Source: an optimization exercise on an open RTL-to-GDS flow (aim: small area). Production flows keep margins and buffers that such runs may drop. The RTL was checked by simulation tests, not by an equivalence proof against the original design. Power figures rest on the tool's default switching activity, not on a simulated workload.

// display
module display(
    input   wire        clk,         
    input   wire        rstn,        
    input   wire[31:0]  vga_pos,     
    output   wire       hsync,       
    output   wire       vsync,       
    output   wire[3:0]  red,         
    output   wire[3:0]  green,       
    output   wire[3:0]  blue         
    );
    function [9:0] add10(input [9:0] a, input [9:0] b, input cin);
        integer i;
        reg c;
        begin
            c = cin;
            for (i = 0; i < 10; i = i + 1) begin
                add10[i] = a[i] ^ b[i] ^ c;
                c = (a[i] & b[i]) | (a[i] & c) | (b[i] & c);
            end
        end
    endfunction
    function [9:0] inc10(input [9:0] a, input cin);
        integer i;
        reg c;
        begin
            c = cin;
            for (i = 0; i < 10; i = i + 1) begin
                inc10[i] = a[i] ^ c;
                c = a[i] & c;
            end
        end
    endfunction
    reg [9:0] hx;
    reg [9:0] vy;
  ...
export LEC_CHECK = 0
export CAP_MARGIN = 20
export CORE_MARGIN = 2
export CORE_UTILIZATION = 40
export SLEW_MARGIN = 20
create_clock -name core_clock -period 40.0 [get_ports {clk}]
standard.sh (not shown) runs the stock make flow with config.mk's settings and CLKGATE_MAP_FILE= SYNTH_SCRIPT=/design/flow/synth_recipe.tcl, a recipe that flattens the netlist after the stock synthesis.
==> flow/flow/run.sh <==
#!/bin/bash
# The standard ORFS layout with changes that only pick smaller cells:
#  - synthesis: the same ORFS synthesis script, but the combinational logic is
#    mapped by ABC with an area-oriented script (flow/abc.script) and without
#    Yosys's separate full-adder extraction, so ABC sees all of the logic;
#    registers are mapped exactly as in the standard synthesis;
#  - port buffers are buf_1 instead of the resizer's default choice;
#  - the clock tree uses clkbuf_8 buffers only and no dummy loads.
set -euo pipefail
HERE=$(pwd)
rm -rf "$HERE/scripts_mod"
cp -r "$FLOW_HOME/scripts" "$HERE/scripts_mod"
cp "$HERE/flow/abc.script" "$HERE/scripts_mod/abc_speed.script"
bash standard.sh "SCRIPTS_DIR=$HERE/scripts_mod" "ADDER_MAP_FILE=" synth > synth.log 2>&1
bash standard.sh \
  "BUFFER_PORTS_ARGS=-buffer_cell sky130_fd_sc_hd__buf_1" \
  "CTS_ARGS=-sink_clustering_enable -repair_clock_nets -dont_use_dummy_load -buf_list sky130_fd_sc_hd__clkbuf_8 -root_buf sky130_fd_sc_hd__clkbuf_8" \
  finish > layout.log 2>&1
==> flow/flow/abc.script <==
strash
&get -n
&deepsyn -J 100 -T 100 -S 3
&dch -f
&nf -R 1000
&put
Rerun with:
--- a/flow/flow/run.sh
+++ b/flow/flow/run.sh
@@ -16,2 +16,2 @@
-  "BUFFER_PORTS_ARGS=-buffer_cell sky130_fd_sc_hd__buf_1" \
-  "CTS_ARGS=-sink_clustering_enable -repair_clock_nets -dont_use_dummy_load -buf_list sky130_fd_sc_hd__clkbuf_8 -root_buf sky130_fd_sc_hd__clkbuf_8" \
+  "SKIP_REPAIR_TIE_FANOUT=1" "BUFFER_PORTS_ARGS=-buffer_cell sky130_fd_sc_hd__buf_1" \
+  "CTS_ARGS=-sink_clustering_enable -repair_clock_nets -dont_use_dummy_load -buf_list sky130_fd_sc_hd__clkbuf_4 -root_buf sky130_fd_sc_hd__clkbuf_4" \
CAP_MARGIN = 0   (was 20)
CORE_UTILIZATION = 70   (was 40)
SLEW_MARGIN = 0   (was 20)
After rerunning:
- count of clock-buffer cells in the layout stays the same
- core utilization grows by 32 points
- clock skew grows by 0.0074 ns
- die area shrinks by 41%
- area after synthesis stays the same
- flip-flop and latch count stays the same
- design area shrinks by 3.3%
- clock power shrinks by about 28%
- hold slack improved by 0.015 ns
- total power shrinks by 6.7%
- critical path depth stays the same


The RTL this note starts from:
==> flow/design.v <==
`timescale 1ns / 1ps
module display(
    input   wire        clk,         
    input   wire        rstn,        
    input   wire[31:0]  vga_pos,     
    output   wire       hsync,       
    output   wire       vsync,       
    output   wire[3:0]  red,         
    output   wire[3:0]  green,       
    output   wire[3:0]  blue         
    );
    function [9:0] inc10(input [9:0] a, input cin);
        integer i;
        reg c;
        begin
            c = cin;
            for (i = 0; i < 10; i = i + 1) begin
                inc10[i] = a[i] ^ c;
                c = a[i] & c;
            end
        end
    endfunction
    reg [9:0] hx_n;
    reg [9:0] vy_n;
    wire [9:0] hx = ~hx_n;
    wire [9:0] vy = ~vy_n;
    wire h_wrap = hx[9] & hx[8] & hx[5] & ~hx[4] & hx[3] & hx[2] & hx[1] & ~hx[0];   
    wire v_wrap = vy[9] & vy[4] & vy[3] & vy[1] & vy[0];                            
    always @(posedge clk) begin
        if (!rstn) begin
            hx_n <= ~10'd14;
            vy_n <= ~10'd15;
        end
        else begin
            hx_n <= ~(h_wrap ? 10'd15 : inc10(hx, 1'b1));
            vy_n <= ~((h_wrap && v_wrap) ? 10'd15 : inc10(vy, h_wrap));
        end
    end
    assign hsync = hx >= 10'd96 + 10'd15;
    assign vsync = vy >= 10'd2 + 10'd15;
    wire [4:0] s = hx[4:0];
    wire [31:0] pbits = {vga_pos[5], vga_pos[5], vga_pos[5], vga_pos[5], vga_pos[5],
                         vga_pos[5], vga_pos[6], vga_pos[7], vga_pos[8], vga_pos[9],
                         vga_pos[10], vga_pos[11], vga_pos[12], vga_pos[13], vga_pos[14],
                         vga_pos[15], vga_pos[16], vga_pos[17], vga_pos[18], vga_pos[19],
                         vga_pos[20], vga_pos[21], vga_pos[22], vga_pos[23], vga_pos[24],
                         vga_pos[25], vga_pos[26], vga_pos[27], vga_pos[28], vga_pos[29],
                         vga_pos[30], vga_pos[31]};
    wire pbit = pbits[s];
    reg [4:0] r_w;       
    reg [4:0] r_q;       
    reg [9:0] y;         
    wire [4:0] r_in = (s == 5'd0) ? 5'd0 : r_w;
    wire [5:0] t = {r_in, pbit};
    wire q = (t >= 6'd25);
    wire [5:0] t_sub = t - 6'd25;
    integer k;
    always @(posedge clk) begin
        r_w <= q ? t_sub[4:0] : t[4:0];
        if (s == 5'd27)
            r_q <= r_w;
        for (k = 0; k < 10; k = k + 1)
            if (s == 5'd26 - k)
                y[k] <= q;
    end
    wire [9:0] x = {r_q, vga_pos[4:0]};
    wire [9:0] sh, sv;
    wire [10:0] ch, cv;
    assign ch[0] = 1'b0;
    assign cv[0] = 1'b0;
    genvar g;
    generate
        for (g = 0; g < 10; g = g + 1) begin : adders
            display_fa fa_h (.a(hx_n[g]), .b(x[g]), .ci(ch[g]), .s(sh[g]), .co(ch[g + 1]));
            display_fa fa_v (.a(vy_n[g]), .b(y[g]), .ci(cv[g]), .s(sv[g]), .co(cv[g + 1]));
        end
    endgenerate
    wire [9:0] dh = ~sh;
    wire [9:0] dv = ~sv;
    wire [4:0] col = dh[4:0];
    wire [4:0] row = dv[4:0];
    wire in_h = (dh[9:5] == 5'd0) && (col != 5'd0) && (col <= 5'd29) && (x >= 10'd15);
    wire in_v = (dv[9:5] == 5'd0) && (row != 5'd0) && (row <= 5'd29) &&
                (y >= 10'd15) && (y <= 10'd1008);
    wire eye_row = (row >= 5'd7) && (row <= 5'd11);
    wire eye_col = ((col >= 5'd4) && (col <= 5'd11)) || ((col >= 5'd19) && (col <= 5'd26));
    wire mouth_row = (row >= 5'd21) && (row <= 5'd25);
    wire mouth_col = (col >= 5'd11) && (col <= 5'd19);
    wire inbox = in_h && in_v;
    wire mouth = inbox && mouth_row && mouth_col;
    wire face = inbox && !(eye_row && eye_col) && !mouth;
    assign red = {mouth, face, 2'b00};
    assign green = {2'b00, face, mouth};
    assign blue = {3'b000, face | mouth};
endmodule
module display_fa(
    input   wire    a,
    input   wire    b,
    input   wire    ci,
    output  wire    s,
    output  wire    co
    );
    assign s = a ^ b ^ ci;
    assign co = (a & b) | (a & ci) | (b & ci);
endmodule
export LEC_CHECK = 0
export CAP_MARGIN = 0
export CORE_MARGIN = 2
export CORE_UTILIZATION = 70
export SLEW_MARGIN = 0
create_clock -name core_clock -period 40.0 [get_ports {clk}]
==> flow/flow/run.sh <==
#!/bin/bash
# The standard ORFS layout with changes that only pick smaller cells:
#  - synthesis: the standard flow's synthesis script (ORFS's synth.tcl, then flatten and
#    rename), with three changes: ABC maps the combinational logic with an
#    area-oriented script (flow/abc.script) instead of the speed script;
#    Yosys's separate full-adder extraction is off, so ABC sees all of that
#    logic; and the design's one-bit full-adder module display_fa is kept
#    whole through synthesis and then laid out as the library's fa_1 cell
#    (flow/fa_cell.v) before the design is flattened.  Registers are mapped
#    exactly as in the standard synthesis.
#  - port buffers are buf_1 instead of the resizer's default choice;
#  - the clock tree uses clkbuf_4 buffers and no dummy loads;
#  - one tie cell drives all constant outputs.
set -euo pipefail
HERE=$(pwd)
rm -rf "$HERE/scripts_mod"
cp -r "$FLOW_HOME/scripts" "$HERE/scripts_mod"
cp "$HERE/flow/abc.script" "$HERE/scripts_mod/abc_speed.script"
# synth_recipe.tcl with the full-adder cell swapped in before flattening
awk -v fa="$HERE/flow/fa_cell.v" '{print} /^source .*synth\.tcl/ {print "read_verilog -overwrite " fa}' \
  "$HERE/synth_recipe.tcl" > "$HERE/synth_fa.tcl"
grep -q "read_verilog -overwrite" "$HERE/synth_fa.tcl"
bash standard.sh "SCRIPTS_DIR=$HERE/scripts_mod" "ADDER_MAP_FILE=" \
  "SYNTH_KEEP_MODULES=display_fa" "SYNTH_SCRIPT=$HERE/synth_fa.tcl" synth > synth.log 2>&1
bash standard.sh \
  "SKIP_REPAIR_TIE_FANOUT=1" "BUFFER_PORTS_ARGS=-buffer_cell sky130_fd_sc_hd__buf_1" \
  "CTS_ARGS=-sink_clustering_enable -repair_clock_nets -dont_use_dummy_load -buf_list sky130_fd_sc_hd__clkbuf_4 -root_buf sky130_fd_sc_hd__clkbuf_4" \
  finish > layout.log 2>&1
==> flow/flow/fa_cell.v <==
// The full-adder bit of the design, as the library's full-adder cell.
module display_fa(input a, input b, input ci, output s, output co);
    sky130_fd_sc_hd__fa_1 u (.A(a), .B(b), .CIN(ci), .SUM(s), .COUT(co));
endmodule
Scripts as last shown in full above: flow/flow/abc.script
The starting point finished with timing, DRC and antenna clean.
Rerun with:
--- a/flow/flow/run.sh
+++ b/flow/flow/run.sh
@@ -5 +5 @@
-#    area-oriented script (flow/abc.script) instead of the speed script;
+#    area-oriented script (flow/abc.script.in) instead of the speed script;
@@ -10 +10,2 @@
-#    exactly as in the standard synthesis.
+#    exactly as in the standard synthesis.  The ABC script's random seed is
+#    chosen by synthesizing with seeds 1..8 first and keeping the smallest.
@@ -13,0 +15,2 @@
+# Each tool's output goes to a log file here: trial_<seed>.log, synth.log,
+# layout.log (ORFS's own per-step logs are under orfs/logs/).
@@ -16,3 +19 @@
-rm -rf "$HERE/scripts_mod"
-cp -r "$FLOW_HOME/scripts" "$HERE/scripts_mod"
-cp "$HERE/flow/abc.script" "$HERE/scripts_mod/abc_speed.script"
+
@@ -23,2 +24,34 @@
-bash standard.sh "SCRIPTS_DIR=$HERE/scripts_mod" "ADDER_MAP_FILE=" \
-  "SYNTH_KEEP_MODULES=display_fa" "SYNTH_SCRIPT=$HERE/synth_fa.tcl" synth > synth.log 2>&1
+
+scripts_for() {  # scripts_for SEED: an ORFS scripts folder whose ABC script uses SEED
+  local d="$HERE/scripts_$1"
+  rm -rf "$d"
+  cp -r "$FLOW_HOME/scripts" "$d"
+  sed "s/@SEED@/$1/" "$HERE/flow/abc.script.in" > "$d/abc_speed.script"
+}
+
+SYNTH_VARS=("ADDER_MAP_FILE=" "SYNTH_KEEP_MODULES=display_fa" "SYNTH_SCRIPT=$HERE/synth_fa.tcl")
+
+# trial syntheses, four at a time
+trial() {
+  local seed=$1
+  scripts_for "$seed"
+  make -C "$FLOW_HOME" DESIGN_CONFIG="$HERE/config.mk" WORK_HOME="$HERE/trial_$seed" \
+    CLKGATE_MAP_FILE= "SCRIPTS_DIR=$HERE/scripts_$seed" "${SYNTH_VARS[@]}" synth \
+    > "$HERE/trial_$seed.log" 2>&1 || true
+}
+for seed in 1 2 3 4; do trial $seed & done; wait
+for seed in 5 6 7 8; do trial $seed & done; wait
+best=3
+best_area=1e30
+for seed in 1 2 3 4 5 6 7 8; do
+  f=$(ls "$HERE"/trial_$seed/reports/*/*/*/synth_stat.txt 2>/dev/null | head -1 || true)
+  [[ -n "$f" ]] || continue
+  a=$(sed -n "s/.*Chip area for module '\\\\display': \([0-9.]*\).*/\1/p" "$f" | head -1)
+  [[ -n "$a" ]] || continue
+  echo "seed $seed area $a" >> "$HERE/trials.txt"
+  if awk -v a="$a" -v b="$best_area" 'BEGIN{exit !(a < b)}'; then best=$seed; best_area=$a; fi
+done
+echo "chosen seed $best" >> "$HERE/trials.txt"
+for seed in 1 2 3 4 5 6 7 8; do [[ $seed == "$best" ]] || rm -rf "$HERE/trial_$seed" "$HERE/scripts_$seed"; done
+
+bash standard.sh "SCRIPTS_DIR=$HERE/scripts_$best" "${SYNTH_VARS[@]}" synth > synth.log 2>&1
==> flow/flow/abc.script.in (new file) <==
strash
&get -n
&deepsyn -J 100 -T 100 -S @SEED@
&dch -f
&nf -R 1000
&put
removed: flow/flow/abc.script
What happened: Setup slack is better by 0.098 ns; via count drops by 5.3%; maximum frequency rose by 0.46%; cell area went down by 1.3%; sequential share of layout area increases by 0.49 points; synthesized area went down by 1.4%; routed wire length went down by 5.0%; hold slack gains 0.0075 ns; critical path depth goes down by 1.

-- re-timing with driven ports --
In the flow no input, the clock included, has a driving cell. The finished layouts below were timed again as built, in two steps.
Step 1 (the two cells are an assumption about what drives the block):
set clk [get_ports {clk}]
set_driving_cell -lib_cell sky130_fd_sc_hd__clkbuf_16 $clk
set_driving_cell -lib_cell sky130_fd_sc_hd__buf_2 [delete_from_list [all_inputs] $clk]
Step 2 also shifts input and output timing later by t, the mid clock arrival at the registers, as if the neighbouring blocks saw the same clock.
a / b / c = ideal / step 1 / step 2; a / b = the first two.
| run | t (ns) | setup slack, ns | worst setup path after step 2 | slew at the worst register clock pin (ns) |
|---|---|---|---|---|
| the first run of note 1 | 0.310 | 21.553 / 21.528 / 21.528 | input to output | 0.08 / 0.08 |
| the second run of note 1 | 0.359 | 21.555 / 21.535 / 21.535 | input to output | 0.12 / 0.12 |
| the first run of note 2 | 0.356 | 18.710 / 18.690 / 18.690 | input to output | 0.12 / 0.12 |
| the second run of note 2 | 0.361 | 18.808 / 18.786 / 18.786 | input to output | 0.11 / 0.11 |
After both steps every run listed still meets setup and hold. The setup slack of the first run of note 1, which loses most, moves by -0.025 ns with the drivers and by -0.025 ns with both steps.
